This design comes from an exercise in tuning for small area, a short achievable clock period and few clock cycles on the open sky130 flow, not from production work. The RTL was checked by simulation tests, not by an equivalence proof against the original design.

==> design.v <==
module FFT_TOP #(
    parameter N = 32,
    word_size = 16
) (
    input wire clk, reset, en,
    input wire input_valid, receiver_ready,
    input wire [word_size*2-1: 0] i_input_sample1, i_input_sample2,
    output wire output_valid,
    output wire [word_size*2-1: 0] o_output_sample1, o_output_sample2
);
localparam S_IN = 2'd0, S_COMP = 2'd1, S_OUT = 2'd2;
reg [1:0] state;
reg [3:0] in_cnt;
reg [5:0] q;             
reg [4:0] out_m;         
reg direct;              
reg [2:0] drain;
reg rr_r;                
function [1:0] bank_of;
    input [4:0] a;
    bank_of = {a[1] ^ a[3] ^ a[4], a[0] ^ a[2] ^ a[4]};
endfunction
function [4:0] rotl5;
    input [4:0] x;
    input [2:0] s;
    case (s)
        3'd0: rotl5 = x;
        3'd1: rotl5 = {x[3:0], x[4]};
        3'd2: rotl5 = {x[2:0], x[4:3]};
        3'd3: rotl5 = {x[1:0], x[4:2]};
        default: rotl5 = {x[0], x[4:1]};
    endcase
endfunction
wire comp = (state == S_COMP);
wire pre = (state == S_IN) && (in_cnt >= 4'd7) && (in_cnt != 4'd15);
wire [2:0] t0 = in_cnt[2:0] + 3'd1;                       
wire issuing = comp || pre;
wire [2:0] s = pre ? 3'd0 : {1'b0, q[4:3]} + 3'd1;
wire [2:0] i3 = pre ? {t0[0], t0[1], t0[2]} : q[2:0];
wire slot_v = pre || comp;
reg [4:0] aP1, aP2, aQ1, aQ2;
reg [3:0] twP, twQ;
always @(*) begin
    if (s == 3'd4) begin
        aP1 = {1'b0, i3, 1'b0};
        aP2 = {1'b1, i3, 1'b0};
        aQ1 = {1'b0, i3, 1'b1};
        aQ2 = {1'b1, i3, 1'b1};
        twP = {i3, 1'b0};
        twQ = {i3, 1'b1};
    end else if (s == 3'd3) begin
        aP1 = rotl5({i3[1:0], i3[2], 2'b00}, 3'd3);
        aQ1 = rotl5({i3[1:0], i3[2], 2'b10}, 3'd3);
        aP2 = aP1 | 5'd8;
        aQ2 = aQ1 | 5'd8;
        twP = {i3[1:0], i3[2], 1'b0};
        twQ = {i3[1:0], i3[2], 1'b0};
    end else begin
        aP1 = rotl5({1'b0, i3, 1'b0}, s);
        aQ1 = rotl5({1'b1, i3, 1'b0}, s);
        aP2 = aP1 | (5'd1 << s);
        aQ2 = aQ1 | (5'd1 << s);
        case (s)
            3'd0: begin twP = 4'd0;              twQ = 4'd0; end
            3'd1: begin twP = 4'd0;              twQ = 4'd8; end
            3'd2: begin twP = {1'b0, i3[2], 2'b0}; twQ = {1'b1, i3[2], 2'b0}; end
            default: begin twP = 4'd0;              twQ = 4'd0; end
        endcase
    end
end
wire d_beat, m_beat, d_first;
reg [4:0] out_m_n;
always @(*) begin
    out_m_n = out_m;
    if (d_beat)
        out_m_n = d_first ? (rr_r ? 5'd1 : 5'd0) : (direct ? out_m + 5'd1 : out_m);
    if (m_beat)
        out_m_n = (out_m[3:0] == 4'd15) ? 5'd0 : out_m + 5'd1;
end
wire [4:0] oa1 = {out_m_n[3:0], 1'b0};
wire [4:0] oa2 = {out_m_n[3:0], 1'b1};
wire [4:0] ad0 = issuing ? aP1 : oa1;
wire [4:0] ad1 = issuing ? aP2 : oa2;
wire [4:0] ad2 = aQ1;
wire [4:0] ad3 = aQ2;
wire [1:0] bk0 = bank_of(ad0), bk1 = bank_of(ad1), bk2 = bank_of(ad2), bk3 = bank_of(ad3);
reg [1:0] g_src0, g_src1, g_src2, g_src3;    
reg [1:0] g_op0, g_op1, g_op2, g_op3;        
reg [2:0] g_ix0, g_ix1, g_ix2, g_ix3;        
reg [3:0] g_twP, g_twQ;
reg g_l4, g_v, g_pre;
reg [2:0] g_i;
function [1:0] op_in;        
    input [1:0] b, k0, k1, k2, k3;
    op_in = (k0 == b) ? 2'd0 : (k1 == b) ? 2'd1 : (k2 == b) ? 2'd2 : 2'd3;
endfunction
function [2:0] ix_in;
    input [1:0] b, k0, k1, k2, k3;
    input [4:0] x0, x1, x2, x3;
    ix_in = (k0 == b) ? x0[4:2] : (k1 == b) ? x1[4:2] : (k2 == b) ? x2[4:2] : x3[4:2];
endfunction
always @(posedge clk) begin
    g_src0 <= bk0; g_src1 <= bk1; g_src2 <= bk2; g_src3 <= bk3;
    g_op0 <= op_in(2'd0, bk0, bk1, bk2, bk3);
    g_op1 <= op_in(2'd1, bk0, bk1, bk2, bk3);
    g_op2 <= op_in(2'd2, bk0, bk1, bk2, bk3);
    g_op3 <= op_in(2'd3, bk0, bk1, bk2, bk3);
    g_ix0 <= ix_in(2'd0, bk0, bk1, bk2, bk3, ad0, ad1, ad2, ad3);
    g_ix1 <= ix_in(2'd1, bk0, bk1, bk2, bk3, ad0, ad1, ad2, ad3);
    g_ix2 <= ix_in(2'd2, bk0, bk1, bk2, bk3, ad0, ad1, ad2, ad3);
    g_ix3 <= ix_in(2'd3, bk0, bk1, bk2, bk3, ad0, ad1, ad2, ad3);
    g_twP <= twP;
    g_twQ <= twQ;
    g_l4 <= (s == 3'd4);
    g_i <= i3;
    g_pre <= pre;
end
reg [31:0] bank0 [0:7];
reg [31:0] bank1 [0:7];
reg [31:0] bank2 [0:7];
reg [31:0] bank3 [0:7];
function [71:0] tw_digits;       
    input [3:0] k;
    case (k)
        4'd0: tw_digits = {24'h400005, 24'h000000, 24'h000000};
        4'd1: tw_digits = {24'h42ac71, 24'h195070, 24'h0b1150};
        4'd2: tw_digits = {24'h556200, 24'ha45009, 24'h34102d};
        4'd3: tw_digits = {24'h56e568, 24'ha31188, 24'h2150a8};
        4'd4: tw_digits = {24'h2adc01, 24'hb89405, 24'h2adc01};
        4'd5: tw_digits = {24'h2150a8, 24'hc4ac48, 24'h56e568};
        4'd6: tw_digits = {24'h34102d, 24'hc72a00, 24'h556200};
        4'd7: tw_digits = {24'h0b1030, 24'hc0e555, 24'h42ac71};
        4'd8: tw_digits = {24'h000000, 24'hc00001, 24'h400005};
        4'd9: tw_digits = {24'h195070, 24'hc0e555, 24'h42ac71};
        4'd10: tw_digits = {24'ha45009, 24'hc72a00, 24'h556200};
        4'd11: tw_digits = {24'ha31188, 24'hc4ac48, 24'h56e568};
        4'd12: tw_digits = {24'hb89405, 24'hb89405, 24'h2adc01};
        4'd13: tw_digits = {24'hc4ac48, 24'ha31188, 24'h2150a8};
        4'd14: tw_digits = {24'hc72a00, 24'ha45009, 24'h34102d};
        default: tw_digits = {24'hc0e555, 24'h195070, 24'h0b1150};
    endcase
endfunction
wire [31:0] rd0 = bank0[g_ix0];
wire [31:0] rd1 = bank1[g_ix1];
wire [31:0] rd2 = bank2[g_ix2];
wire [31:0] rd3 = bank3[g_ix3];
function [31:0] pick;
    input [1:0] b;
    input [31:0] x0, x1, x2, x3;
    case (b)
        2'd0: pick = x0;
        2'd1: pick = x1;
        2'd2: pick = x2;
        default: pick = x3;
    endcase
endfunction
wire [31:0] rAP = pick(g_src0, rd0, rd1, rd2, rd3);
wire [31:0] rBP = g_pre ? i_input_sample1 : pick(g_src1, rd0, rd1, rd2, rd3);
wire [31:0] rAQ = pick(g_src2, rd0, rd1, rd2, rd3);
wire [31:0] rBQ = g_pre ? i_input_sample2 : pick(g_src3, rd0, rd1, rd2, rd3);
wire [71:0] dgP = tw_digits(g_twP);
wire [71:0] dgQ = tw_digits(g_twQ);
wire [31:0] outP1, outP2, outQ1, outQ2;
bfu bfP (.clk(clk), .A(rAP), .B(rBP), .dr(dgP[71:48]), .di(dgP[47:24]), .dn(dgP[23:0]),
    .out1(outP1), .out2(outP2));
bfu bfQ (.clk(clk), .A(rAQ), .B(rBQ), .dr(dgQ[71:48]), .di(dgQ[47:24]), .dn(dgQ[23:0]),
    .out1(outQ1), .out2(outQ2));
reg r_v, k_v, m_v;
reg r_l4, k_l4, m_l4;
reg [2:0] r_i, k_i, m_i;
reg [1:0] r_op0, r_op1, r_op2, r_op3, k_op0, k_op1, k_op2, k_op3, m_op0, m_op1, m_op2, m_op3;
reg [2:0] r_ix0, r_ix1, r_ix2, r_ix3, k_ix0, k_ix1, k_ix2, k_ix3, m_ix0, m_ix1, m_ix2, m_ix3;
always @(posedge clk) begin
    r_l4 <= g_l4; k_l4 <= r_l4; m_l4 <= k_l4;
    r_i <= g_i; k_i <= r_i; m_i <= k_i;
    r_op0 <= g_op0; r_op1 <= g_op1; r_op2 <= g_op2; r_op3 <= g_op3;
    k_op0 <= r_op0; k_op1 <= r_op1; k_op2 <= r_op2; k_op3 <= r_op3;
    m_op0 <= k_op0; m_op1 <= k_op1; m_op2 <= k_op2; m_op3 <= k_op3;
    r_ix0 <= g_ix0; r_ix1 <= g_ix1; r_ix2 <= g_ix2; r_ix3 <= g_ix3;
    k_ix0 <= r_ix0; k_ix1 <= r_ix1; k_ix2 <= r_ix2; k_ix3 <= r_ix3;
    m_ix0 <= k_ix0; m_ix1 <= k_ix1; m_ix2 <= k_ix2; m_ix3 <= k_ix3;
end
wire [3:0] in_a = {in_cnt[0], in_cnt[1], in_cnt[2], in_cnt[3]};
wire [1:0] inb1 = bank_of({1'b0, in_a});
wire [1:0] inb2 = bank_of({1'b1, in_a});
wire in_phase = (state == S_IN) && !in_cnt[3];
function [31:0] wsel;
    input in_ph;
    input [1:0] b, inb1, op;
    input [31:0] s1, s2, p1, p2, q1, q2;
    if (in_ph)
        wsel = (inb1 == b) ? s1 : s2;
    else
        wsel = pick(op, p1, p2, q1, q2);
endfunction
wire [31:0] wd0 = wsel(in_phase, 2'd0, inb1, m_op0, i_input_sample1, i_input_sample2, outP1, outP2, outQ1, outQ2);
wire [31:0] wd1 = wsel(in_phase, 2'd1, inb1, m_op1, i_input_sample1, i_input_sample2, outP1, outP2, outQ1, outQ2);
wire [31:0] wd2 = wsel(in_phase, 2'd2, inb1, m_op2, i_input_sample1, i_input_sample2, outP1, outP2, outQ1, outQ2);
wire [31:0] wd3 = wsel(in_phase, 2'd3, inb1, m_op3, i_input_sample1, i_input_sample2, outP1, outP2, outQ1, outQ2);
wire [2:0] in_ix1 = {1'b0, in_a[3:2]};
wire [2:0] in_ix2 = {1'b1, in_a[3:2]};
wire we0 = in_phase ? (inb1 == 2'd0 || inb2 == 2'd0) : m_v;
wire we1 = in_phase ? (inb1 == 2'd1 || inb2 == 2'd1) : m_v;
wire we2 = in_phase ? (inb1 == 2'd2 || inb2 == 2'd2) : m_v;
wire we3 = in_phase ? (inb1 == 2'd3 || inb2 == 2'd3) : m_v;
wire [2:0] wi0 = in_phase ? ((inb1 == 2'd0) ? in_ix1 : in_ix2) : m_ix0;
wire [2:0] wi1 = in_phase ? ((inb1 == 2'd1) ? in_ix1 : in_ix2) : m_ix1;
wire [2:0] wi2 = in_phase ? ((inb1 == 2'd2) ? in_ix1 : in_ix2) : m_ix2;
wire [2:0] wi3 = in_phase ? ((inb1 == 2'd3) ? in_ix1 : in_ix2) : m_ix3;
always @(posedge clk) begin
    if (we0) bank0[wi0] <= wd0;
    if (we1) bank1[wi1] <= wd1;
    if (we2) bank2[wi2] <= wd2;
    if (we3) bank3[wi3] <= wd3;
end
reg [31:0] o1, o2;
reg ov;
assign output_valid = ov;
assign o_output_sample1 = o1;
assign o_output_sample2 = o2;
assign d_beat = m_v && m_l4;                  
assign d_first = (m_i == 3'd0);
assign m_beat = (state == S_OUT) && (drain == 3'd0) && rr_r;
always @(posedge clk) begin
    o1 <= d_beat ? outP1 : rAP;
    o2 <= d_beat ? outQ1 : rBP;
end
always @(posedge clk or posedge reset) begin
    if (reset) begin
        state <= S_IN;
        in_cnt <= 4'd0;
        q <= 6'd0;
        out_m <= 5'd0;
        direct <= 1'b0;
        drain <= 3'd0;
        rr_r <= 1'b0;
        g_v <= 1'b0; r_v <= 1'b0; k_v <= 1'b0; m_v <= 1'b0;
        ov <= 1'b0;
    end else begin
        rr_r <= receiver_ready;
        out_m <= out_m_n;
        g_v <= slot_v;
        r_v <= g_v;
        k_v <= r_v;
        m_v <= k_v;
        ov <= 1'b0;
        case (state)
            S_IN: begin
                if (input_valid) begin
                    in_cnt <= in_cnt + 4'd1;
                    if (in_cnt == 4'd15) begin
                        state <= S_COMP;
                        q <= 6'd0;
                    end
                end
            end
            S_COMP: begin
                q <= q + 6'd1;
                if (q == 6'd31) begin
                    state <= S_OUT;
                    drain <= 3'd4;
                end
            end
            default: ;
        endcase
        if (d_beat) begin
            if (d_first) begin
                direct <= rr_r;
                ov <= rr_r;
            end else
                ov <= direct;
        end
        if (state == S_OUT) begin
            if (drain != 3'd0)
                drain <= drain - 3'd1;
            else if (rr_r) begin
                ov <= 1'b1;
                if (out_m[3:0] == 4'd15)
                    state <= S_IN;
            end
        end
    end
end
endmodule
module bfu (
    input wire clk,
    input wire [31:0] A, B,
    input wire [23:0] dr, di, dn,
    output wire [31:0] out1, out2
);
reg [31:0] r_A, r_B;
reg [23:0] r_dr0, r_dr1, r_di, r_dn;
always @(posedge clk) begin
    r_A <= A;
    r_B <= B;
    r_dr0 <= dr;
    r_dr1 <= dr;
    r_di <= di;
    r_dn <= dn;
end
function [17:0] pprow;
    input [15:0] x;
    input [2:0] d;
    reg [16:0] m;
    begin
        m = d[0] ? {x[15], x} : (d[1] ? {x, 1'b0} : 17'd0);
        pprow = {~(m[16] ^ d[2]), m ^ {17{d[2]}}};
    end
endfunction
localparam [30:0] KROW = 31'h00004000 - 31'h55540000;
wire [15:0] Br = r_B[31:16], Bi = r_B[15:0];
wire [31*19-1:0] re_rows, im_rows;
genvar gi;
generate
    for (gi = 0; gi < 8; gi = gi + 1) begin : pp
        wire [2:0] cr0 = r_dr0[3*gi+2:3*gi];
        wire [2:0] cr1 = r_dr1[3*gi+2:3*gi];
        wire [2:0] ci = r_di[3*gi+2:3*gi];
        wire [2:0] cn = r_dn[3*gi+2:3*gi];                      
        wire [48:0] sr0 = {31'd0, pprow(Br, cr0)} << (2*gi);    
        wire [48:0] sr1 = {31'd0, pprow(Bi, cn)} << (2*gi);     
        wire [48:0] si0 = {31'd0, pprow(Bi, cr1)} << (2*gi);    
        wire [48:0] si1 = {31'd0, pprow(Br, ci)} << (2*gi);     
        assign re_rows[31*(2*gi)+30:31*(2*gi)] = sr0[30:0];
        assign re_rows[31*(2*gi+1)+30:31*(2*gi+1)] = sr1[30:0];
        assign im_rows[31*(2*gi)+30:31*(2*gi)] = si0[30:0];
        assign im_rows[31*(2*gi+1)+30:31*(2*gi+1)] = si1[30:0];
        assign re_rows[31*16+2*gi+1:31*16+2*gi] = {1'b0, cr0[2]};
        assign re_rows[31*17+2*gi+1:31*17+2*gi] = {1'b0, cn[2]};
        assign im_rows[31*16+2*gi+1:31*16+2*gi] = {1'b0, cr1[2]};
        assign im_rows[31*17+2*gi+1:31*17+2*gi] = {1'b0, ci[2]};
    end
endgenerate
assign re_rows[31*17-1:31*16+16] = 15'd0;
assign re_rows[31*18-1:31*17+16] = 15'd0;
assign im_rows[31*17-1:31*16+16] = 15'd0;
assign im_rows[31*18-1:31*17+16] = 15'd0;
assign re_rows[31*19-1:31*18] = KROW;
assign im_rows[31*19-1:31*18] = KROW;
wire [31*4-1:0] re_r4, im_r4;
dadda19to4 re_tree (.rows(re_rows), .o(re_r4));
dadda19to4 im_tree (.rows(im_rows), .o(im_r4));
reg [31*4-1:0] k_re, k_im;
reg [31:0] k_A;
always @(posedge clk) begin
    k_re <= re_r4;
    k_im <= im_r4;
    k_A <= r_A;
end
wire [30:0] re_s, re_c, im_s, im_c;
csa_4to2 re_tree2 (.rows(k_re), .s(re_s), .c(re_c));
csa_4to2 im_tree2 (.rows(k_im), .s(im_s), .c(im_c));
wire [15:0] re_lo = {1'b0, re_s[14:0]} + {1'b0, re_c[14:0]};
wire [15:0] im_lo = {1'b0, im_s[14:0]} + {1'b0, im_c[14:0]};
reg [15:0] m_sR, m_cR, m_sI, m_cI;
reg m_kR, m_kI;
reg [31:0] m_A;
always @(posedge clk) begin
    m_sR <= re_s[30:15];
    m_cR <= re_c[30:15];
    m_kR <= re_lo[15];
    m_sI <= im_s[30:15];
    m_cI <= im_c[30:15];
    m_kI <= im_lo[15];
    m_A <= k_A;
end
wire [15:0] Ar = m_A[31:16], Ai = m_A[15:0];
assign out1 = {Ar + m_sR + m_cR + {15'd0, m_kR}, Ai + m_sI + m_cI + {15'd0, m_kI}};
assign out2 = {Ar + ~m_sR + ~m_cR + {15'd0, ~m_kR} + 16'd1, Ai + ~m_sI + ~m_cI + {15'd0, ~m_kI} + 16'd1};
endmodule
module csa_4to2 (
    input wire [31*4-1:0] rows,
    output wire [30:0] s, c
);
function [61:0] csa;
    input [30:0] a, b, d;
    begin
        csa[30:0] = a ^ b ^ d;
        csa[61:31] = {(a[29:0] & b[29:0]) | (a[29:0] & d[29:0]) | (b[29:0] & d[29:0]), 1'b0};
    end
endfunction
wire [61:0] l5_0 = csa(rows[30:0], rows[61:31], rows[92:62]);
wire [61:0] l6_0 = csa(l5_0[30:0], l5_0[61:31], rows[123:93]);
assign s = l6_0[30:0];
assign c = l6_0[61:31];
endmodule
module dadda19to4 (
    input wire [31*19-1:0] rows,
    output wire [31*4-1:0] o
);
wire h0_s = rows[10] ^ rows[41];
wire h0_c = rows[10] & rows[41];
wire f1_s = rows[12] ^ rows[43] ^ rows[74];
wire f1_c = (rows[12] & rows[43]) | (rows[12] & rows[74]) | (rows[43] & rows[74]);
wire h2_s = rows[105] ^ rows[136];
wire h2_c = rows[105] & rows[136];
wire f3_s = rows[13] ^ rows[44] ^ rows[75];
wire f3_c = (rows[13] & rows[44]) | (rows[13] & rows[75]) | (rows[44] & rows[75]);
wire h4_s = rows[106] ^ rows[137];
wire h4_c = rows[106] & rows[137];
wire f5_s = rows[14] ^ rows[45] ^ rows[76];
wire f5_c = (rows[14] & rows[45]) | (rows[14] & rows[76]) | (rows[45] & rows[76]);
wire f6_s = rows[107] ^ rows[138] ^ rows[169];
wire f6_c = (rows[107] & rows[138]) | (rows[107] & rows[169]) | (rows[138] & rows[169]);
wire f7_s = rows[200] ^ rows[231] ^ rows[262];
wire f7_c = (rows[200] & rows[231]) | (rows[200] & rows[262]) | (rows[231] & rows[262]);
wire f8_s = rows[293] ^ rows[324] ^ rows[355];
wire f8_c = (rows[293] & rows[324]) | (rows[293] & rows[355]) | (rows[324] & rows[355]);
wire f9_s = rows[15] ^ rows[46] ^ rows[77];
wire f9_c = (rows[15] & rows[46]) | (rows[15] & rows[77]) | (rows[46] & rows[77]);
wire f10_s = rows[108] ^ rows[139] ^ rows[170];
wire f10_c = (rows[108] & rows[139]) | (rows[108] & rows[170]) | (rows[139] & rows[170]);
wire f11_s = rows[201] ^ rows[232] ^ rows[263];
wire f11_c = (rows[201] & rows[232]) | (rows[201] & rows[263]) | (rows[232] & rows[263]);
wire h12_s = rows[294] ^ rows[325];
wire h12_c = rows[294] & rows[325];
wire f13_s = rows[16] ^ rows[47] ^ rows[78];
wire f13_c = (rows[16] & rows[47]) | (rows[16] & rows[78]) | (rows[47] & rows[78]);
wire f14_s = rows[109] ^ rows[140] ^ rows[171];
wire f14_c = (rows[109] & rows[140]) | (rows[109] & rows[171]) | (rows[140] & rows[171]);
wire f15_s = rows[202] ^ rows[233] ^ rows[264];
wire f15_c = (rows[202] & rows[233]) | (rows[202] & rows[264]) | (rows[233] & rows[264]);
wire h16_s = rows[295] ^ rows[326];
wire h16_c = rows[295] & rows[326];
wire f17_s = rows[17] ^ rows[48] ^ rows[79];
wire f17_c = (rows[17] & rows[48]) | (rows[17] & rows[79]) | (rows[48] & rows[79]);
wire f18_s = rows[110] ^ rows[141] ^ rows[172];
wire f18_c = (rows[110] & rows[141]) | (rows[110] & rows[172]) | (rows[141] & rows[172]);
wire f19_s = rows[203] ^ rows[234] ^ rows[265];
wire f19_c = (rows[203] & rows[234]) | (rows[203] & rows[265]) | (rows[234] & rows[265]);
wire h20_s = rows[296] ^ rows[327];
wire h20_c = rows[296] & rows[327];
wire f21_s = rows[80] ^ rows[111] ^ rows[142];
wire f21_c = (rows[80] & rows[111]) | (rows[80] & rows[142]) | (rows[111] & rows[142]);
wire f22_s = rows[173] ^ rows[204] ^ rows[235];
wire f22_c = (rows[173] & rows[204]) | (rows[173] & rows[235]) | (rows[204] & rows[235]);
wire f23_s = rows[266] ^ rows[297] ^ rows[328];
wire f23_c = (rows[266] & rows[297]) | (rows[266] & rows[328]) | (rows[297] & rows[328]);
wire f24_s = rows[81] ^ rows[112] ^ rows[143];
wire f24_c = (rows[81] & rows[112]) | (rows[81] & rows[143]) | (rows[112] & rows[143]);
wire f25_s = rows[174] ^ rows[205] ^ rows[236];
wire f25_c = (rows[174] & rows[205]) | (rows[174] & rows[236]) | (rows[205] & rows[236]);
wire h26_s = rows[267] ^ rows[298];
wire h26_c = rows[267] & rows[298];
wire f27_s = rows[144] ^ rows[175] ^ rows[206];
wire f27_c = (rows[144] & rows[175]) | (rows[144] & rows[206]) | (rows[175] & rows[206]);
wire h28_s = rows[145] ^ rows[176];
wire h28_c = rows[145] & rows[176];
wire h29_s = rows[6] ^ rows[37];
wire h29_c = rows[6] & rows[37];
wire f30_s = rows[8] ^ rows[39] ^ rows[70];
wire f30_c = (rows[8] & rows[39]) | (rows[8] & rows[70]) | (rows[39] & rows[70]);
wire h31_s = rows[101] ^ rows[132];
wire h31_c = rows[101] & rows[132];
wire f32_s = rows[9] ^ rows[40] ^ rows[71];
wire f32_c = (rows[9] & rows[40]) | (rows[9] & rows[71]) | (rows[40] & rows[71]);
wire h33_s = rows[102] ^ rows[133];
wire h33_c = rows[102] & rows[133];
wire f34_s = h0_s ^ rows[72] ^ rows[103];
wire f34_c = (h0_s & rows[72]) | (h0_s & rows[103]) | (rows[72] & rows[103]);
wire f35_s = rows[134] ^ rows[165] ^ rows[196];
wire f35_c = (rows[134] & rows[165]) | (rows[134] & rows[196]) | (rows[165] & rows[196]);
wire f36_s = rows[227] ^ rows[258] ^ rows[289];
wire f36_c = (rows[227] & rows[258]) | (rows[227] & rows[289]) | (rows[258] & rows[289]);
wire f37_s = rows[11] ^ rows[42] ^ rows[73];
wire f37_c = (rows[11] & rows[42]) | (rows[11] & rows[73]) | (rows[42] & rows[73]);
wire f38_s = rows[104] ^ rows[135] ^ rows[166];
wire f38_c = (rows[104] & rows[135]) | (rows[104] & rows[166]) | (rows[135] & rows[166]);
wire f39_s = rows[197] ^ rows[228] ^ rows[259];
wire f39_c = (rows[197] & rows[228]) | (rows[197] & rows[259]) | (rows[228] & rows[259]);
wire h40_s = rows[290] ^ rows[321];
wire h40_c = rows[290] & rows[321];
wire f41_s = f1_s ^ h2_s ^ rows[167];
wire f41_c = (f1_s & h2_s) | (f1_s & rows[167]) | (h2_s & rows[167]);
wire f42_s = rows[198] ^ rows[229] ^ rows[260];
wire f42_c = (rows[198] & rows[229]) | (rows[198] & rows[260]) | (rows[229] & rows[260]);
wire f43_s = rows[291] ^ rows[322] ^ rows[353];
wire f43_c = (rows[291] & rows[322]) | (rows[291] & rows[353]) | (rows[322] & rows[353]);
wire f44_s = rows[384] ^ rows[415] ^ rows[508];
wire f44_c = (rows[384] & rows[415]) | (rows[384] & rows[508]) | (rows[415] & rows[508]);
wire f45_s = f3_s ^ h4_s ^ rows[168];
wire f45_c = (f3_s & h4_s) | (f3_s & rows[168]) | (h4_s & rows[168]);
wire f46_s = rows[199] ^ rows[230] ^ rows[261];
wire f46_c = (rows[199] & rows[230]) | (rows[199] & rows[261]) | (rows[230] & rows[261]);
wire f47_s = rows[292] ^ rows[323] ^ rows[354];
wire f47_c = (rows[292] & rows[323]) | (rows[292] & rows[354]) | (rows[323] & rows[354]);
wire f48_s = rows[385] ^ rows[416] ^ f1_c;
wire f48_c = (rows[385] & rows[416]) | (rows[385] & f1_c) | (rows[416] & f1_c);
wire f49_s = f5_s ^ f6_s ^ f7_s;
wire f49_c = (f5_s & f6_s) | (f5_s & f7_s) | (f6_s & f7_s);
wire f50_s = f8_s ^ rows[386] ^ rows[417];
wire f50_c = (f8_s & rows[386]) | (f8_s & rows[417]) | (rows[386] & rows[417]);
wire f51_s = rows[448] ^ rows[479] ^ rows[510];
wire f51_c = (rows[448] & rows[479]) | (rows[448] & rows[510]) | (rows[479] & rows[510]);
wire f52_s = rows[541] ^ 1'b1 ^ f3_c;
wire f52_c = (rows[541] & 1'b1) | (rows[541] & f3_c) | (1'b1 & f3_c);
wire f53_s = f9_s ^ f10_s ^ f11_s;
wire f53_c = (f9_s & f10_s) | (f9_s & f11_s) | (f10_s & f11_s);
wire f54_s = h12_s ^ rows[356] ^ rows[387];
wire f54_c = (h12_s & rows[356]) | (h12_s & rows[387]) | (rows[356] & rows[387]);
wire f55_s = rows[418] ^ rows[449] ^ rows[480];
wire f55_c = (rows[418] & rows[449]) | (rows[418] & rows[480]) | (rows[449] & rows[480]);
wire f56_s = f5_c ^ f6_c ^ f7_c;
wire f56_c = (f5_c & f6_c) | (f5_c & f7_c) | (f6_c & f7_c);
wire f57_s = f13_s ^ f14_s ^ f15_s;
wire f57_c = (f13_s & f14_s) | (f13_s & f15_s) | (f14_s & f15_s);
wire f58_s = h16_s ^ rows[357] ^ rows[388];
wire f58_c = (h16_s & rows[357]) | (h16_s & rows[388]) | (rows[357] & rows[388]);
wire f59_s = rows[419] ^ rows[450] ^ rows[481];
wire f59_c = (rows[419] & rows[450]) | (rows[419] & rows[481]) | (rows[450] & rows[481]);
wire f60_s = f9_c ^ f10_c ^ f11_c;
wire f60_c = (f9_c & f10_c) | (f9_c & f11_c) | (f10_c & f11_c);
wire f61_s = f17_s ^ f18_s ^ f19_s;
wire f61_c = (f17_s & f18_s) | (f17_s & f19_s) | (f18_s & f19_s);
wire f62_s = h20_s ^ rows[358] ^ rows[389];
wire f62_c = (h20_s & rows[358]) | (h20_s & rows[389]) | (rows[358] & rows[389]);
wire f63_s = rows[420] ^ rows[451] ^ rows[482];
wire f63_c = (rows[420] & rows[451]) | (rows[420] & rows[482]) | (rows[451] & rows[482]);
wire f64_s = f13_c ^ f14_c ^ f15_c;
wire f64_c = (f13_c & f14_c) | (f13_c & f15_c) | (f14_c & f15_c);
wire f65_s = f21_s ^ f22_s ^ f23_s;
wire f65_c = (f21_s & f22_s) | (f21_s & f23_s) | (f22_s & f23_s);
wire f66_s = rows[359] ^ rows[390] ^ rows[421];
wire f66_c = (rows[359] & rows[390]) | (rows[359] & rows[421]) | (rows[390] & rows[421]);
wire f67_s = rows[452] ^ rows[483] ^ 1'b1;
wire f67_c = (rows[452] & rows[483]) | (rows[452] & 1'b1) | (rows[483] & 1'b1);
wire f68_s = f17_c ^ f18_c ^ f19_c;
wire f68_c = (f17_c & f18_c) | (f17_c & f19_c) | (f18_c & f19_c);
wire f69_s = f24_s ^ f25_s ^ h26_s;
wire f69_c = (f24_s & f25_s) | (f24_s & h26_s) | (f25_s & h26_s);
wire f70_s = rows[329] ^ rows[360] ^ rows[391];
wire f70_c = (rows[329] & rows[360]) | (rows[329] & rows[391]) | (rows[360] & rows[391]);
wire f71_s = rows[422] ^ rows[453] ^ rows[484];
wire f71_c = (rows[422] & rows[453]) | (rows[422] & rows[484]) | (rows[453] & rows[484]);
wire f72_s = 1'b1 ^ f21_c ^ f22_c;
wire f72_c = (1'b1 & f21_c) | (1'b1 & f22_c) | (f21_c & f22_c);
wire f73_s = f27_s ^ rows[237] ^ rows[268];
wire f73_c = (f27_s & rows[237]) | (f27_s & rows[268]) | (rows[237] & rows[268]);
wire f74_s = rows[299] ^ rows[330] ^ rows[361];
wire f74_c = (rows[299] & rows[330]) | (rows[299] & rows[361]) | (rows[330] & rows[361]);
wire f75_s = rows[392] ^ rows[423] ^ rows[454];
wire f75_c = (rows[392] & rows[423]) | (rows[392] & rows[454]) | (rows[423] & rows[454]);
wire f76_s = rows[485] ^ f24_c ^ f25_c;
wire f76_c = (rows[485] & f24_c) | (rows[485] & f25_c) | (f24_c & f25_c);
wire f77_s = h28_s ^ rows[207] ^ rows[238];
wire f77_c = (h28_s & rows[207]) | (h28_s & rows[238]) | (rows[207] & rows[238]);
wire f78_s = rows[269] ^ rows[300] ^ rows[331];
wire f78_c = (rows[269] & rows[300]) | (rows[269] & rows[331]) | (rows[300] & rows[331]);
wire f79_s = rows[362] ^ rows[393] ^ rows[424];
wire f79_c = (rows[362] & rows[393]) | (rows[362] & rows[424]) | (rows[393] & rows[424]);
wire f80_s = rows[455] ^ rows[486] ^ 1'b1;
wire f80_c = (rows[455] & rows[486]) | (rows[455] & 1'b1) | (rows[486] & 1'b1);
wire f81_s = rows[208] ^ rows[239] ^ rows[270];
wire f81_c = (rows[208] & rows[239]) | (rows[208] & rows[270]) | (rows[239] & rows[270]);
wire f82_s = rows[301] ^ rows[332] ^ rows[363];
wire f82_c = (rows[301] & rows[332]) | (rows[301] & rows[363]) | (rows[332] & rows[363]);
wire f83_s = rows[394] ^ rows[425] ^ rows[456];
wire f83_c = (rows[394] & rows[425]) | (rows[394] & rows[456]) | (rows[425] & rows[456]);
wire f84_s = rows[209] ^ rows[240] ^ rows[271];
wire f84_c = (rows[209] & rows[240]) | (rows[209] & rows[271]) | (rows[240] & rows[271]);
wire f85_s = rows[302] ^ rows[333] ^ rows[364];
wire f85_c = (rows[302] & rows[333]) | (rows[302] & rows[364]) | (rows[333] & rows[364]);
wire h86_s = rows[395] ^ rows[426];
wire h86_c = rows[395] & rows[426];
wire f87_s = rows[272] ^ rows[303] ^ rows[334];
wire f87_c = (rows[272] & rows[303]) | (rows[272] & rows[334]) | (rows[303] & rows[334]);
wire h88_s = rows[273] ^ rows[304];
wire h88_c = rows[273] & rows[304];
wire f89_s = rows[4] ^ rows[35] ^ rows[66];
wire f89_c = (rows[4] & rows[35]) | (rows[4] & rows[66]) | (rows[35] & rows[66]);
wire h90_s = rows[5] ^ rows[36];
wire h90_c = rows[5] & rows[36];
wire f91_s = h29_s ^ rows[68] ^ rows[99];
wire f91_c = (h29_s & rows[68]) | (h29_s & rows[99]) | (rows[68] & rows[99]);
wire f92_s = rows[130] ^ rows[161] ^ rows[192];
wire f92_c = (rows[130] & rows[161]) | (rows[130] & rows[192]) | (rows[161] & rows[192]);
wire f93_s = rows[7] ^ rows[38] ^ rows[69];
wire f93_c = (rows[7] & rows[38]) | (rows[7] & rows[69]) | (rows[38] & rows[69]);
wire f94_s = rows[100] ^ rows[131] ^ rows[162];
wire f94_c = (rows[100] & rows[131]) | (rows[100] & rows[162]) | (rows[131] & rows[162]);
wire h95_s = rows[193] ^ rows[224];
wire h95_c = rows[193] & rows[224];
wire f96_s = f30_s ^ h31_s ^ rows[163];
wire f96_c = (f30_s & h31_s) | (f30_s & rows[163]) | (h31_s & rows[163]);
wire f97_s = rows[194] ^ rows[225] ^ rows[256];
wire f97_c = (rows[194] & rows[225]) | (rows[194] & rows[256]) | (rows[225] & rows[256]);
wire f98_s = rows[287] ^ rows[504] ^ rows[535];
wire f98_c = (rows[287] & rows[504]) | (rows[287] & rows[535]) | (rows[504] & rows[535]);
wire f99_s = f32_s ^ h33_s ^ rows[164];
wire f99_c = (f32_s & h33_s) | (f32_s & rows[164]) | (h33_s & rows[164]);
wire f100_s = rows[195] ^ rows[226] ^ rows[257];
wire f100_c = (rows[195] & rows[226]) | (rows[195] & rows[257]) | (rows[226] & rows[257]);
wire f101_s = rows[288] ^ f30_c ^ h31_c;
wire f101_c = (rows[288] & f30_c) | (rows[288] & h31_c) | (f30_c & h31_c);
wire f102_s = f34_s ^ f35_s ^ f36_s;
wire f102_c = (f34_s & f35_s) | (f34_s & f36_s) | (f35_s & f36_s);
wire f103_s = rows[320] ^ rows[351] ^ rows[506];
wire f103_c = (rows[320] & rows[351]) | (rows[320] & rows[506]) | (rows[351] & rows[506]);
wire f104_s = rows[537] ^ f32_c ^ h33_c;
wire f104_c = (rows[537] & f32_c) | (rows[537] & h33_c) | (f32_c & h33_c);
wire f105_s = f37_s ^ f38_s ^ f39_s;
wire f105_c = (f37_s & f38_s) | (f37_s & f39_s) | (f38_s & f39_s);
wire f106_s = h40_s ^ rows[352] ^ h0_c;
wire f106_c = (h40_s & rows[352]) | (h40_s & h0_c) | (rows[352] & h0_c);
wire f107_s = f34_c ^ f35_c ^ f36_c;
wire f107_c = (f34_c & f35_c) | (f34_c & f36_c) | (f35_c & f36_c);
wire f108_s = f41_s ^ f42_s ^ f43_s;
wire f108_c = (f41_s & f42_s) | (f41_s & f43_s) | (f42_s & f43_s);
wire f109_s = f44_s ^ rows[539] ^ f37_c;
wire f109_c = (f44_s & rows[539]) | (f44_s & f37_c) | (rows[539] & f37_c);
wire f110_s = f38_c ^ f39_c ^ h40_c;
wire f110_c = (f38_c & f39_c) | (f38_c & h40_c) | (f39_c & h40_c);
wire f111_s = f45_s ^ f46_s ^ f47_s;
wire f111_c = (f45_s & f46_s) | (f45_s & f47_s) | (f46_s & f47_s);
wire f112_s = f48_s ^ h2_c ^ f41_c;
wire f112_c = (f48_s & h2_c) | (f48_s & f41_c) | (h2_c & f41_c);
wire f113_s = f42_c ^ f43_c ^ f44_c;
wire f113_c = (f42_c & f43_c) | (f42_c & f44_c) | (f43_c & f44_c);
wire f114_s = f49_s ^ f50_s ^ f51_s;
wire f114_c = (f49_s & f50_s) | (f49_s & f51_s) | (f50_s & f51_s);
wire f115_s = f52_s ^ h4_c ^ f45_c;
wire f115_c = (f52_s & h4_c) | (f52_s & f45_c) | (h4_c & f45_c);
wire f116_s = f46_c ^ f47_c ^ f48_c;
wire f116_c = (f46_c & f47_c) | (f46_c & f48_c) | (f47_c & f48_c);
wire f117_s = f53_s ^ f54_s ^ f55_s;
wire f117_c = (f53_s & f54_s) | (f53_s & f55_s) | (f54_s & f55_s);
wire f118_s = f56_s ^ f8_c ^ f49_c;
wire f118_c = (f56_s & f8_c) | (f56_s & f49_c) | (f8_c & f49_c);
wire f119_s = f50_c ^ f51_c ^ f52_c;
wire f119_c = (f50_c & f51_c) | (f50_c & f52_c) | (f51_c & f52_c);
wire f120_s = f57_s ^ f58_s ^ f59_s;
wire f120_c = (f57_s & f58_s) | (f57_s & f59_s) | (f58_s & f59_s);
wire f121_s = f60_s ^ h12_c ^ f53_c;
wire f121_c = (f60_s & h12_c) | (f60_s & f53_c) | (h12_c & f53_c);
wire f122_s = f54_c ^ f55_c ^ f56_c;
wire f122_c = (f54_c & f55_c) | (f54_c & f56_c) | (f55_c & f56_c);
wire f123_s = f61_s ^ f62_s ^ f63_s;
wire f123_c = (f61_s & f62_s) | (f61_s & f63_s) | (f62_s & f63_s);
wire f124_s = f64_s ^ h16_c ^ f57_c;
wire f124_c = (f64_s & h16_c) | (f64_s & f57_c) | (h16_c & f57_c);
wire f125_s = f58_c ^ f59_c ^ f60_c;
wire f125_c = (f58_c & f59_c) | (f58_c & f60_c) | (f59_c & f60_c);
wire f126_s = f65_s ^ f66_s ^ f67_s;
wire f126_c = (f65_s & f66_s) | (f65_s & f67_s) | (f66_s & f67_s);
wire f127_s = f68_s ^ h20_c ^ f61_c;
wire f127_c = (f68_s & h20_c) | (f68_s & f61_c) | (h20_c & f61_c);
wire f128_s = f62_c ^ f63_c ^ f64_c;
wire f128_c = (f62_c & f63_c) | (f62_c & f64_c) | (f63_c & f64_c);
wire f129_s = f69_s ^ f70_s ^ f71_s;
wire f129_c = (f69_s & f70_s) | (f69_s & f71_s) | (f70_s & f71_s);
wire f130_s = f72_s ^ f23_c ^ f65_c;
wire f130_c = (f72_s & f23_c) | (f72_s & f65_c) | (f23_c & f65_c);
wire f131_s = f66_c ^ f67_c ^ f68_c;
wire f131_c = (f66_c & f67_c) | (f66_c & f68_c) | (f67_c & f68_c);
wire f132_s = f73_s ^ f74_s ^ f75_s;
wire f132_c = (f73_s & f74_s) | (f73_s & f75_s) | (f74_s & f75_s);
wire f133_s = f76_s ^ h26_c ^ f69_c;
wire f133_c = (f76_s & h26_c) | (f76_s & f69_c) | (h26_c & f69_c);
wire f134_s = f70_c ^ f71_c ^ f72_c;
wire f134_c = (f70_c & f71_c) | (f70_c & f72_c) | (f71_c & f72_c);
wire f135_s = f77_s ^ f78_s ^ f79_s;
wire f135_c = (f77_s & f78_s) | (f77_s & f79_s) | (f78_s & f79_s);
wire f136_s = f80_s ^ f27_c ^ f73_c;
wire f136_c = (f80_s & f27_c) | (f80_s & f73_c) | (f27_c & f73_c);
wire f137_s = f74_c ^ f75_c ^ f76_c;
wire f137_c = (f74_c & f75_c) | (f74_c & f76_c) | (f75_c & f76_c);
wire f138_s = f81_s ^ f82_s ^ f83_s;
wire f138_c = (f81_s & f82_s) | (f81_s & f83_s) | (f82_s & f83_s);
wire f139_s = rows[487] ^ h28_c ^ f77_c;
wire f139_c = (rows[487] & h28_c) | (rows[487] & f77_c) | (h28_c & f77_c);
wire f140_s = f78_c ^ f79_c ^ f80_c;
wire f140_c = (f78_c & f79_c) | (f78_c & f80_c) | (f79_c & f80_c);
wire f141_s = f84_s ^ f85_s ^ h86_s;
wire f141_c = (f84_s & f85_s) | (f84_s & h86_s) | (f85_s & h86_s);
wire f142_s = rows[457] ^ rows[488] ^ 1'b1;
wire f142_c = (rows[457] & rows[488]) | (rows[457] & 1'b1) | (rows[488] & 1'b1);
wire f143_s = f81_c ^ f82_c ^ f83_c;
wire f143_c = (f81_c & f82_c) | (f81_c & f83_c) | (f82_c & f83_c);
wire f144_s = f87_s ^ rows[365] ^ rows[396];
wire f144_c = (f87_s & rows[365]) | (f87_s & rows[396]) | (rows[365] & rows[396]);
wire f145_s = rows[427] ^ rows[458] ^ rows[489];
wire f145_c = (rows[427] & rows[458]) | (rows[427] & rows[489]) | (rows[458] & rows[489]);
wire f146_s = f84_c ^ f85_c ^ h86_c;
wire f146_c = (f84_c & f85_c) | (f84_c & h86_c) | (f85_c & h86_c);
wire f147_s = h88_s ^ rows[335] ^ rows[366];
wire f147_c = (h88_s & rows[335]) | (h88_s & rows[366]) | (rows[335] & rows[366]);
wire f148_s = rows[397] ^ rows[428] ^ rows[459];
wire f148_c = (rows[397] & rows[428]) | (rows[397] & rows[459]) | (rows[428] & rows[459]);
wire f149_s = rows[490] ^ 1'b1 ^ f87_c;
wire f149_c = (rows[490] & 1'b1) | (rows[490] & f87_c) | (1'b1 & f87_c);
wire f150_s = rows[336] ^ rows[367] ^ rows[398];
wire f150_c = (rows[336] & rows[367]) | (rows[336] & rows[398]) | (rows[367] & rows[398]);
wire f151_s = rows[429] ^ rows[460] ^ rows[491];
wire f151_c = (rows[429] & rows[460]) | (rows[429] & rows[491]) | (rows[460] & rows[491]);
wire f152_s = rows[337] ^ rows[368] ^ rows[399];
wire f152_c = (rows[337] & rows[368]) | (rows[337] & rows[399]) | (rows[368] & rows[399]);
wire h153_s = rows[430] ^ rows[461];
wire h153_c = rows[430] & rows[461];
wire f154_s = rows[2] ^ rows[33] ^ rows[64];
wire f154_c = (rows[2] & rows[33]) | (rows[2] & rows[64]) | (rows[33] & rows[64]);
wire h155_s = rows[3] ^ rows[34];
wire h155_c = rows[3] & rows[34];
wire f156_s = f89_s ^ rows[97] ^ rows[128];
wire f156_c = (f89_s & rows[97]) | (f89_s & rows[128]) | (rows[97] & rows[128]);
wire h157_s = rows[159] ^ rows[500];
wire h157_c = rows[159] & rows[500];
wire f158_s = h90_s ^ rows[67] ^ rows[98];
wire f158_c = (h90_s & rows[67]) | (h90_s & rows[98]) | (rows[67] & rows[98]);
wire f159_s = rows[129] ^ rows[160] ^ f89_c;
wire f159_c = (rows[129] & rows[160]) | (rows[129] & f89_c) | (rows[160] & f89_c);
wire f160_s = f91_s ^ f92_s ^ rows[223];
wire f160_c = (f91_s & f92_s) | (f91_s & rows[223]) | (f92_s & rows[223]);
wire f161_s = rows[502] ^ rows[533] ^ h90_c;
wire f161_c = (rows[502] & rows[533]) | (rows[502] & h90_c) | (rows[533] & h90_c);
wire f162_s = f93_s ^ f94_s ^ h95_s;
wire f162_c = (f93_s & f94_s) | (f93_s & h95_s) | (f94_s & h95_s);
wire f163_s = h29_c ^ f91_c ^ f92_c;
wire f163_c = (h29_c & f91_c) | (h29_c & f92_c) | (f91_c & f92_c);
wire f164_s = f96_s ^ f97_s ^ f98_s;
wire f164_c = (f96_s & f97_s) | (f96_s & f98_s) | (f97_s & f98_s);
wire f165_s = f93_c ^ f94_c ^ h95_c;
wire f165_c = (f93_c & f94_c) | (f93_c & h95_c) | (f94_c & h95_c);
wire f166_s = f99_s ^ f100_s ^ f101_s;
wire f166_c = (f99_s & f100_s) | (f99_s & f101_s) | (f100_s & f101_s);
wire f167_s = f96_c ^ f97_c ^ f98_c;
wire f167_c = (f96_c & f97_c) | (f96_c & f98_c) | (f97_c & f98_c);
wire f168_s = f102_s ^ f103_s ^ f104_s;
wire f168_c = (f102_s & f103_s) | (f102_s & f104_s) | (f103_s & f104_s);
wire f169_s = f99_c ^ f100_c ^ f101_c;
wire f169_c = (f99_c & f100_c) | (f99_c & f101_c) | (f100_c & f101_c);
wire f170_s = f105_s ^ f106_s ^ f107_s;
wire f170_c = (f105_s & f106_s) | (f105_s & f107_s) | (f106_s & f107_s);
wire f171_s = f102_c ^ f103_c ^ f104_c;
wire f171_c = (f102_c & f103_c) | (f102_c & f104_c) | (f103_c & f104_c);
wire f172_s = f108_s ^ f109_s ^ f110_s;
wire f172_c = (f108_s & f109_s) | (f108_s & f110_s) | (f109_s & f110_s);
wire f173_s = f105_c ^ f106_c ^ f107_c;
wire f173_c = (f105_c & f106_c) | (f105_c & f107_c) | (f106_c & f107_c);
wire f174_s = f111_s ^ f112_s ^ f113_s;
wire f174_c = (f111_s & f112_s) | (f111_s & f113_s) | (f112_s & f113_s);
wire f175_s = f108_c ^ f109_c ^ f110_c;
wire f175_c = (f108_c & f109_c) | (f108_c & f110_c) | (f109_c & f110_c);
wire f176_s = f114_s ^ f115_s ^ f116_s;
wire f176_c = (f114_s & f115_s) | (f114_s & f116_s) | (f115_s & f116_s);
wire f177_s = f111_c ^ f112_c ^ f113_c;
wire f177_c = (f111_c & f112_c) | (f111_c & f113_c) | (f112_c & f113_c);
wire f178_s = f117_s ^ f118_s ^ f119_s;
wire f178_c = (f117_s & f118_s) | (f117_s & f119_s) | (f118_s & f119_s);
wire f179_s = f114_c ^ f115_c ^ f116_c;
wire f179_c = (f114_c & f115_c) | (f114_c & f116_c) | (f115_c & f116_c);
wire f180_s = f120_s ^ f121_s ^ f122_s;
wire f180_c = (f120_s & f121_s) | (f120_s & f122_s) | (f121_s & f122_s);
wire f181_s = f117_c ^ f118_c ^ f119_c;
wire f181_c = (f117_c & f118_c) | (f117_c & f119_c) | (f118_c & f119_c);
wire f182_s = f123_s ^ f124_s ^ f125_s;
wire f182_c = (f123_s & f124_s) | (f123_s & f125_s) | (f124_s & f125_s);
wire f183_s = f120_c ^ f121_c ^ f122_c;
wire f183_c = (f120_c & f121_c) | (f120_c & f122_c) | (f121_c & f122_c);
wire f184_s = f126_s ^ f127_s ^ f128_s;
wire f184_c = (f126_s & f127_s) | (f126_s & f128_s) | (f127_s & f128_s);
wire f185_s = f123_c ^ f124_c ^ f125_c;
wire f185_c = (f123_c & f124_c) | (f123_c & f125_c) | (f124_c & f125_c);
wire f186_s = f129_s ^ f130_s ^ f131_s;
wire f186_c = (f129_s & f130_s) | (f129_s & f131_s) | (f130_s & f131_s);
wire f187_s = f126_c ^ f127_c ^ f128_c;
wire f187_c = (f126_c & f127_c) | (f126_c & f128_c) | (f127_c & f128_c);
wire f188_s = f132_s ^ f133_s ^ f134_s;
wire f188_c = (f132_s & f133_s) | (f132_s & f134_s) | (f133_s & f134_s);
wire f189_s = f129_c ^ f130_c ^ f131_c;
wire f189_c = (f129_c & f130_c) | (f129_c & f131_c) | (f130_c & f131_c);
wire f190_s = f135_s ^ f136_s ^ f137_s;
wire f190_c = (f135_s & f136_s) | (f135_s & f137_s) | (f136_s & f137_s);
wire f191_s = f132_c ^ f133_c ^ f134_c;
wire f191_c = (f132_c & f133_c) | (f132_c & f134_c) | (f133_c & f134_c);
wire f192_s = f138_s ^ f139_s ^ f140_s;
wire f192_c = (f138_s & f139_s) | (f138_s & f140_s) | (f139_s & f140_s);
wire f193_s = f135_c ^ f136_c ^ f137_c;
wire f193_c = (f135_c & f136_c) | (f135_c & f137_c) | (f136_c & f137_c);
wire f194_s = f141_s ^ f142_s ^ f143_s;
wire f194_c = (f141_s & f142_s) | (f141_s & f143_s) | (f142_s & f143_s);
wire f195_s = f138_c ^ f139_c ^ f140_c;
wire f195_c = (f138_c & f139_c) | (f138_c & f140_c) | (f139_c & f140_c);
wire f196_s = f144_s ^ f145_s ^ f146_s;
wire f196_c = (f144_s & f145_s) | (f144_s & f146_s) | (f145_s & f146_s);
wire f197_s = f141_c ^ f142_c ^ f143_c;
wire f197_c = (f141_c & f142_c) | (f141_c & f143_c) | (f142_c & f143_c);
wire f198_s = f147_s ^ f148_s ^ f149_s;
wire f198_c = (f147_s & f148_s) | (f147_s & f149_s) | (f148_s & f149_s);
wire f199_s = f144_c ^ f145_c ^ f146_c;
wire f199_c = (f144_c & f145_c) | (f144_c & f146_c) | (f145_c & f146_c);
wire f200_s = f150_s ^ f151_s ^ h88_c;
wire f200_c = (f150_s & f151_s) | (f150_s & h88_c) | (f151_s & h88_c);
wire f201_s = f147_c ^ f148_c ^ f149_c;
wire f201_c = (f147_c & f148_c) | (f147_c & f149_c) | (f148_c & f149_c);
wire f202_s = f152_s ^ h153_s ^ rows[492];
wire f202_c = (f152_s & h153_s) | (f152_s & rows[492]) | (h153_s & rows[492]);
wire f203_s = 1'b1 ^ f150_c ^ f151_c;
wire f203_c = (1'b1 & f150_c) | (1'b1 & f151_c) | (f150_c & f151_c);
wire f204_s = rows[400] ^ rows[431] ^ rows[462];
wire f204_c = (rows[400] & rows[431]) | (rows[400] & rows[462]) | (rows[431] & rows[462]);
wire f205_s = rows[493] ^ f152_c ^ h153_c;
wire f205_c = (rows[493] & f152_c) | (rows[493] & h153_c) | (f152_c & h153_c);
wire f206_s = rows[401] ^ rows[432] ^ rows[463];
wire f206_c = (rows[401] & rows[432]) | (rows[401] & rows[463]) | (rows[432] & rows[463]);
wire h207_s = rows[494] ^ 1'b1;
wire h207_c = rows[494] & 1'b1;
assign o[30:0] = {rows[464], f206_s, f204_s, f202_s, f200_s, f198_s, f196_s, f194_s, f192_s, f190_s, f188_s, f186_s, f184_s, f182_s, f180_s, f178_s, f176_s, f174_s, f172_s, f170_s, f168_s, f166_s, f164_s, f162_s, f160_s, f158_s, f156_s, h155_s, f154_s, rows[1], rows[0]};
assign o[61:31] = {rows[495], h207_s, f205_s, f203_s, f201_s, f199_s, f197_s, f195_s, f193_s, f191_s, f189_s, f187_s, f185_s, f183_s, f181_s, f179_s, f177_s, f175_s, f173_s, f171_s, f169_s, f167_s, f165_s, f163_s, f161_s, f159_s, h157_s, rows[65], rows[95], rows[32], rows[31]};
assign o[92:62] = {f206_c, f204_c, f202_c, f200_c, f198_c, f196_c, f194_c, f192_c, f190_c, f188_c, f186_c, f184_c, f182_c, f180_c, f178_c, f176_c, f174_c, f172_c, f170_c, f168_c, f166_c, f164_c, f162_c, f160_c, f158_c, f156_c, rows[531], rows[96], rows[498], 1'b0, rows[496]};
assign o[123:93] = {h207_c, f205_c, f203_c, f201_c, f199_c, f197_c, f195_c, f193_c, f191_c, f189_c, f187_c, f185_c, f183_c, f181_c, f179_c, f177_c, f175_c, f173_c, f171_c, f169_c, f167_c, f165_c, f163_c, f161_c, f159_c, h157_c, h155_c, f154_c, rows[529], 1'b0, rows[527]};
endmodule
==> flow/run.sh <==
#!/bin/bash
# The standard layout, with timing repair aimed at a 3.3 ns period: the clock
# stays at the design's period, repair_timing is only told to keep a 6.7 ns
# setup margin, without gate cloning (clones overloaded some nets).
# Every step's output goes to its own log here.
set -e
export SETUP_SLACK_MARGIN=6.7
export SKIP_GATE_CLONING=1
bash standard.sh > standard.log 2>&1
==> standard.sh <==
#!/bin/bash
# synth_recipe.tcl (not shown) runs the flow's synth.tcl, then flattens the netlist and writes it again
# the make line also repeats each setting of config.mk as NAME=value (left out here)
make -C /OpenROAD-flow-scripts/flow DESIGN_CONFIG=/design/flow/config.mk WORK_HOME=/design/flow/orfs CLKGATE_MAP_FILE= SYNTH_SCRIPT=/design/flow/synth_recipe.tcl "${@:-finish}"
==> config.mk <==
export PLATFORM = sky130hd
export DESIGN_NAME = FFT_TOP
export DESIGN_NICKNAME = FFT_TOP
export VERILOG_FILES = /design/flow/design.v
export SDC_FILE = /design/flow/constraint.sdc
export NUM_CORES = 4
export LEC_CHECK = 0
export CAP_MARGIN = 20
export CORE_MARGIN = 2
export CORE_UTILIZATION = 60
export SLEW_MARGIN = 20
==> constraint.sdc <==
create_clock -name core_clock -period 10.0 [get_ports {clk}]
set_input_delay 2.0000 -clock core_clock [delete_from_list [all_inputs] [get_ports {clk}]]
set_output_delay 2.0000 -clock core_clock [all_outputs]
set_load 0.01 [all_outputs]
==> results of run 1 <==
==> repair_timing <==
item,CTS,global route
pin swaps,189,251
setup endpoints to repair,1879,1297
resized for setup,1198,600
hold buffers,0,0
setup buffers,215,175
gates cloned,0,0
==> placed cells by master, fill, tap and decap left out, types with 296 or more instances in the layout <==
cell type / count
edfxtp_1: 1024
dfxtp_1: 964
fa_1: 946
nand2_1: 881
inv_1: 832
xnor2_1: 596
mux4_2: 476
o21ai_0: 439
ha_1: 326
buf_4: 308
nor2_1: 298
xor2_1: 296
==> cell type report <==
| cell class | instances | area (um^2) | share of cell area |
|---|---|---|---|
| Antenna cell | 26 | 65.1 | 0.000444 |
| Multi-Input combinational cell | 6438 | 69900 | 0.477 |
| Tap cell | 2688 | 3360 | 0.0230 |
| Clock inverter | 120 | 1490 | 0.0101 |
| Timing Repair Buffer | 736 | 8600 | 0.0587 |
| Inverter | 870 | 3300 | 0.0225 |
| Clock buffer | 283 | 6010 | 0.0410 |
| Sequential cell | 2152 | 53700 | 0.367 |
==> per-layer routing <==
metal	vias up	track usage	share of wire
li1	35300	-	-
met5	-	0	0.00053
met2	6078	0.584	0.42
met3	1596	0.144	0.14
met1	43400	0.533	0.36
met4	28	0.257	0.082
==> worst max-delay path: stages, from the launching register on <==
cell and delay, ns:
dfxtp_2 0.34, fa_2 0.61, ha_4 0.21, a211o_1 0.32
a211oi_2 0.28, o32ai_2 0.17, o41ai_2 0.23, buf_4 0.19
o211ai_1 0.18, xnor2_4 0.47, buf_4 0.20, nor2_2 0.04
a2111oi_4 0.25, a211oi_2 0.08, buf_4 0.22
==> registers in the layout, indices dropped and copies added, names as in the netlist, 116 cells and up <==
name      flops
bank0       256
bank1       256
bank2       256
bank3       256
bfP.k_im    117
bfP.k_re    116
bfQ.k_im    120
bfQ.k_re    122
==> how the worst min path moves through the flow <==
stage                start     endpoint  slack, ns  cells after the start
6_report       bfP.k_A[13]  bfP.m_A[13]       0.32                      0
5_1_grt           r_op3[0]     k_op3[0]       0.31                      0
4_1_cts        bfP.k_A[13]  bfP.m_A[13]       0.30                      0
3_5_place_dp   bfP.r_A[15]  bfP.k_A[15]       0.31                      0
3_3_place_gp      k_ix1[1]     m_ix1[1]       0.31                      0
2_1_floorplan   bfP.k_A[0]   bfP.m_A[0]       0.31                      0
==> logic make-up (layout without fill, tap and decap cells) <==
kind of cell             after synthesis  count (layout)  synth area share
AO/OA/AOI/OAI                       1514            1514            0.0758
XOR/XNOR                             982             982            0.0699
multiplexers                         867             867             0.121
flip-flops                          2152            2152             0.432
adder cells (fa/ha/maj)             1336            1336             0.195
other                                  0              26                 0
buffers and inverters               1541            2009            0.0469
AND/OR/NAND/NOR                     1739            1739            0.0595
==> metrics by stage <==
stage               hold slack, ns  cells
floorplan                    0.310  10100
global placement             0.310  12500
detailed placement           0.312  12500
CTS                          0.302  13100
global route                 0.307  13300
finish                       0.317  13300
==> impl_metrics.tcl, run 1 <==
set metrics [dict create \
    netlist_top_cells_area "edfxtp_1 (25%), dfxtp_1 (18%), fa_1 (16%)" \
    path_max_fanout 8 \
    synth_top_area_cell "edfxtp_1" \
    grt_pass1_vias 86000 \
    numCtsBuffers 215 \
    avgViaCountPerCell 6.49 \
    rrSetupSlack_ns 5.93 \
    ys_seq_elements 2152 \
    ios 134 \
    r2r_end "bank0[6][29]" \
    die_h_um 458 \
    n_fill_cell 14000 \
    dp_hpwl_mm 286 \
    crit_path_start_kind "flip-flop" \
    tightestPinTransition_ns 1.29 \
    syn-cell-area_um2 124000 \
    setup_ws_ns 5.93 \
    hp-class "flip-flop to flip-flop" \
    period_share 0.407 \
    max_freq_ghz 0.246 \
    cts_max_level 4 \
    hold_violations 0 \
    finClkSkew_ns 0.0486 \
    async_flop_share 0.0121 \
    crit_arrival_ns 4.71 \
    first_pass_iters 8 \
    cts_sinks 2152 \
    synth_common_cells "dfxtp_1 (1102), edfxtp_1 (1024), fa_1 (989)" \
    path_clk_slew_ns 0.07 \
    drc_errors 0 \
    clockRootBuffer "clkbuf_16" \
    placed_area_um2 128000 \
    r2r_cells 14 \
    max_cap_viol_count 0 \
    core_um2 205000 \
    start_util 0.604 \
    area_growth_pct 18.3 \
    fin_tns_setup_ns 0 \
    drtIter0Drc 11500 \
    ys_types 95 \
    rsz0062_at_grt "yes" \
    synth_fp_nets 11500 \
    syn_inst 10100 \
    synth_edf_count 1024 \
    synth_top_area_share 0.249 \
    groute.usage.overall 0.409 \
    worstSetupPathType "flip-flop to flip-flop" \
    synthFlopType "dfxtp_1" \
    row_count 166 \
    maxSlewHeadroom 0.131 \
    die_w_um 458 \
    grt_first_pass_wirelength_mm 608 \
    ys_seq_area_frac 0.432 \
    clk_latency_ns 0.90 \
    finalCriticalPeriod_ns 4.07 \
    route.vias.total 86500 \
    slew_viol_final 0 \
    final_antenna_net_count 0 \
    setup_viol 0 \
    io_buffers 132 \
    grt_max_degree 71 \
    required_ns 10.64 \
    end_kind "flip-flop" \
    synth_most_common_cell "dfxtp_1" \
    drive_above_1_share 0.249 \
    globalplace.congestion 1.01 \
    fin_area_um2 146000 \
    die_area_um2 210000 \
    max-clock-path-buffers 3 \
    grt_remaining_overflow 0 \
    reg2reg_from "bfP.m_cR[1]" \
    drt-total-wl_mm 438 \
    cp-endpoint "bank0[6][29]" \
    finish.utilization 0.715 \
    wl_per_cell_um 32.9 \
    avgSynthCellArea_um2 12.2 \
    cts_tree "yes" \
    dp_slack_ns 5.06 \
    antenna_found_initial 46 \
    status "timing/DRC/antenna clean" \
    crit_path_start "bfP.m_cR[1]" \
    yosysWarnings 3 \
    fin_nets 11800 \
]
Testbench counts, summed over its fixed seeds: cycles 15,360.
==> inputs of run 2 (changes only) <==
--- a/design.v
+++ b/design.v
@@ -354,11 +354,9 @@
 wire [15:0] im_lo = {1'b0, im_s[14:0]} + {1'b0, im_c[14:0]};
-reg [15:0] m_sR, m_cR, m_sI, m_cI;
+wire [15:0] re_hi = re_s[30:15] + re_c[30:15];
+wire [15:0] im_hi = im_s[30:15] + im_c[30:15];
+reg [31:0] m_T, m_A;
 reg m_kR, m_kI;
-reg [31:0] m_A;
 always @(posedge clk) begin
-    m_sR <= re_s[30:15];
-    m_cR <= re_c[30:15];
+    m_T <= {re_hi, im_hi};
     m_kR <= re_lo[15];
-    m_sI <= im_s[30:15];
-    m_cI <= im_c[30:15];
     m_kI <= im_lo[15];
@@ -366,5 +364,6 @@
 end
+wire [15:0] Tr = m_T[31:16], Ti = m_T[15:0];
 wire [15:0] Ar = m_A[31:16], Ai = m_A[15:0];
-assign out1 = {Ar + m_sR + m_cR + {15'd0, m_kR}, Ai + m_sI + m_cI + {15'd0, m_kI}};
-assign out2 = {Ar + ~m_sR + ~m_cR + {15'd0, ~m_kR} + 16'd1, Ai + ~m_sI + ~m_cI + {15'd0, ~m_kI} + 16'd1};
+assign out1 = {Ar + Tr + {15'd0, m_kR}, Ai + Ti + {15'd0, m_kI}};
+assign out2 = {Ar + ~Tr + {15'd0, ~m_kR}, Ai + ~Ti + {15'd0, ~m_kI}};
 endmodule
==> flow/run.sh (replaced) <==
#!/bin/bash
# The standard layout, with timing repair aimed at a 3.6 ns period: the clock
# stays at the design's period, repair_timing is only told to keep a 6.4 ns
# setup margin, without gate cloning (clones overloaded some nets).
# Every step's output goes to its own log here.
set -e
export SETUP_SLACK_MARGIN=6.4
export SKIP_GATE_CLONING=1
bash standard.sh > standard.log 2>&1
--- a/config.mk
+++ b/config.mk
@@ -9,3 +9,3 @@
 export CORE_MARGIN = 2
-export CORE_UTILIZATION = 60
+export CORE_UTILIZATION = 55
 export SLEW_MARGIN = 20
==> impl_metrics.tcl, run 2 <==
set metrics [dict create \
    ys_seq_area_frac 0.426 \
    path_cells "inv_2 -> fa_2 -> fa_2 -> or2_4 -> a221oi_4 -> o221ai_2 -> o311ai_2 -> and2_4 -> xnor2_4 -> mux4_2 -> nor2_4 -> a21oi_4" \
    groute.usage.overall 0.360 \
    max-clock-path-buffers 3 \
    final_cell_mix "edfxtp_1 (1024), nand2_1 (951), dfxtp_1 (951)" \
    synth_edf_count 1024 \
    r2r_end "bank1[0][28]" \
    synthFlopType "dfxtp_1" \
    crit_arrival_ns 4.23 \
    holdPathStages 0 \
    slowest_stage "mux4_2" \
    drive_above_1_share 0.175 \
    area_growth_pct 12.5 \
    final_antenna_net_count 0 \
    crit_path_start_kind "flip-flop" \
    end_kind "flip-flop" \
    grt_remaining_overflow 0 \
    grt_pass1_vias 84400 \
    placed_area_um2 127000 \
    rsz0062_at_grt "yes" \
    fin_hold_ws_ns 0.306 \
    start_util 0.552 \
    globalplace.congestion 0.970 \
    drc_errors 0 \
    finish.utilization 0.621 \
    synth_top_area_share 0.251 \
    maxSlewHeadroom 0.239 \
    ys_types 103 \
    required_ns 10.59 \
    avgSynthCellArea_um2 11.9 \
    row_count 173 \
    period_share 0.364 \
    die_h_um 476 \
    synth_fp_nets 11600 \
    grt_max_degree 99 \
    cpPeakStageDelay_ns 0.51 \
    netlist_top_cells_area "edfxtp_1 (25%), dfxtp_1 (17%), fa_1 (14%)" \
    worstSetupPathType "flip-flop to flip-flop" \
    ys_seq_elements 2088 \
    crit_family "compound AO/OA/AOI/OAI gates" \
    slew_viol_final 0 \
    worst-path-stages 12 \
    status "timing/DRC/antenna clean" \
    drtIter0Drc 10200 \
    r2r_cells 12 \
    path_max_fanout 8 \
    core_um2 222000 \
    drt-total-wl_mm 408 \
    cts_max_level 4 \
    hp-class "flip-flop to flip-flop" \
    grt_first_pass_wirelength_mm 584 \
    reg2reg_from "bfQ.m_T[16]" \
    synth_top_area_cell "edfxtp_1" \
    wl_per_cell_um 30.4 \
    fin_nets 11600 \
    dp_hpwl_mm 275 \
    io_buffers 132 \
    max_cap_viol_count 0 \
    clockRootBuffer "clkbuf_16" \
    finalCriticalPeriod_ns 3.64 \
    cts-hold-fix-buffers 0 \
    clk_latency_ns 0.90 \
    max_freq_ghz 0.275 \
    syn_inst 10300 \
    cp-endpoint "bank1[0][28]" \
    path_clk_slew_ns 0.07 \
    crit_path_start "bfQ.m_T[16]" \
    die_w_um 476 \
    synth_most_common_cell "dfxtp_1" \
    cts_tree "yes" \
    finClkSkew_ns 0.0825 \
    numCtsBuffers 214 \
    route.vias.total 83200 \
    fin_area_um2 138000 \
    setup_viol 0 \
    fin_tns_setup_ns 0 \
    die_area_um2 226000 \
    antenna_found_initial 27 \
    hold_violations 0 \
    cts_sinks 2088 \
    ios 134 \
    final_common_cell "edfxtp_1" \
    synth_common_cells "dfxtp_1 (1038), edfxtp_1 (1024), nand2_1 (957)" \
    async_flop_share 0.0125 \
    syn-cell-area_um2 122000 \
    first_pass_iters 6 \
    path_buf_inv 1 \
    tightestPinTransition_ns 1.13 \
    rrSetupSlack_ns 6.36 \
    cpMostUsedCell "fa_2" \
    avgViaCountPerCell 6.20 \
    yosysWarnings 3 \
]
==> run 2: stage by stage <==
stage,instances,setup slack (ns)
detailed placement,12900,4.53
global placement,12900,4.64
global route,13400,6.24
CTS,13300,6.32
floorplan,10300,6.01
finish,13400,6.36
==> run 2: layer usage <==
layer / vias up / wire, um / share of wire / GRT usage
met5: - / 99 / 0.00024 / 0.00299
met4: 16 / 22800 / 0.056 / 0.169
met3: 1024 / 43600 / 0.11 / 0.0899
met2: 4492 / 186000 / 0.46 / 0.561
met1: 42400 / 155000 / 0.38 / 0.476
li1: 35300 / - / - / -
==> run 2: worst min path at each step <==
| stage | start | to | slack [ns] |
|---|---|---|---|
| 6_report | bfP.k_A[2] | bfP.m_A[2] | 0.31 |
| 5_1_grt | bfP.k_A[2] | bfP.m_A[2] | 0.31 |
| 4_1_cts | bfP.k_A[2] | bfP.m_A[2] | 0.31 |
| 3_5_place_dp | k_op2[0] | m_op2[0] | 0.31 |
| 3_3_place_gp | bfQ.k_A[11] | bfQ.m_A[11] | 0.31 |
| 2_1_floorplan | bfP.r_A[0] | bfP.k_A[0] | 0.31 |
==> run 2: cells by family after synthesis <==
family          share of synthesized area
compound gates                     0.0831
mux                                 0.118
flops                               0.426
simple gates                       0.0654
buf+inv                            0.0480
xor+xnor                           0.0745
fa+ha+maj                           0.185
==> run 2: timing repair <==
action,CTS,global route
gates resized for setup,397,249
pin swaps,44,110
buffers inserted,54,57
setup endpoints to repair,1478,870
==> run 2: final cells by class <==
cell class | instances | area, um^2
diodes | 13 | 32.5
clock buffers | 300 | 6190
clock inverters | 102 | 1220
fillers | 17600 | 84200
inverters | 837 | 3150
multi-input cells | 6652 | 66600
flip-flops and latches | 2088 | 52400
well taps | 2975 | 3720
repair buffers | 445 | 4400
==> run 2: worst reg2reg max path, stage by stage (launching register included) <==
cell      delay [ns]
dfxtp_2         0.34
inv_2           0.04
fa_2            0.40
fa_2            0.36
or2_4           0.25
a221oi_4        0.30
o221ai_2        0.17
o311ai_2        0.34
and2_4          0.24
xnor2_4         0.10
mux4_2          0.51
nor2_4          0.27
a21oi_4         0.10
Testbench counts of run 2, summed over its fixed seeds: cycles 15,360.

-- re-timing with driven ports --
No port has a modelled driver above. Below, the same layouts with a new extraction and two added sets of constraints.
Step 1, drivers: a clkbuf_16 drives clk and a buf_2 each remaining input, both assumed.
Step 2, shift: input delay + t, output delay - t, t = (earliest + latest rising clock arrival at the registers) / 2. This alone moves slack from input paths to output paths.
a / b / c = no drivers / after step 1 / after step 2; a / b = the first two.
run	t (ns)	setup WS [ns]	slew at the worst register clock pin (ns)	worst slew at a driven data input, ns	cell pins on the clock port's net
run 1	0.964	5.932 / 5.932 / 5.932	0.07 / 0.07	0.10	1
run 2	0.963	6.357 / 6.357 / 5.908	0.07 / 0.07	0.10	1
After both steps setup and hold are still met in every run listed. The setup slack of run 2, which loses most, moves by 0.000 ns with the drivers and by -0.449 ns with both steps.
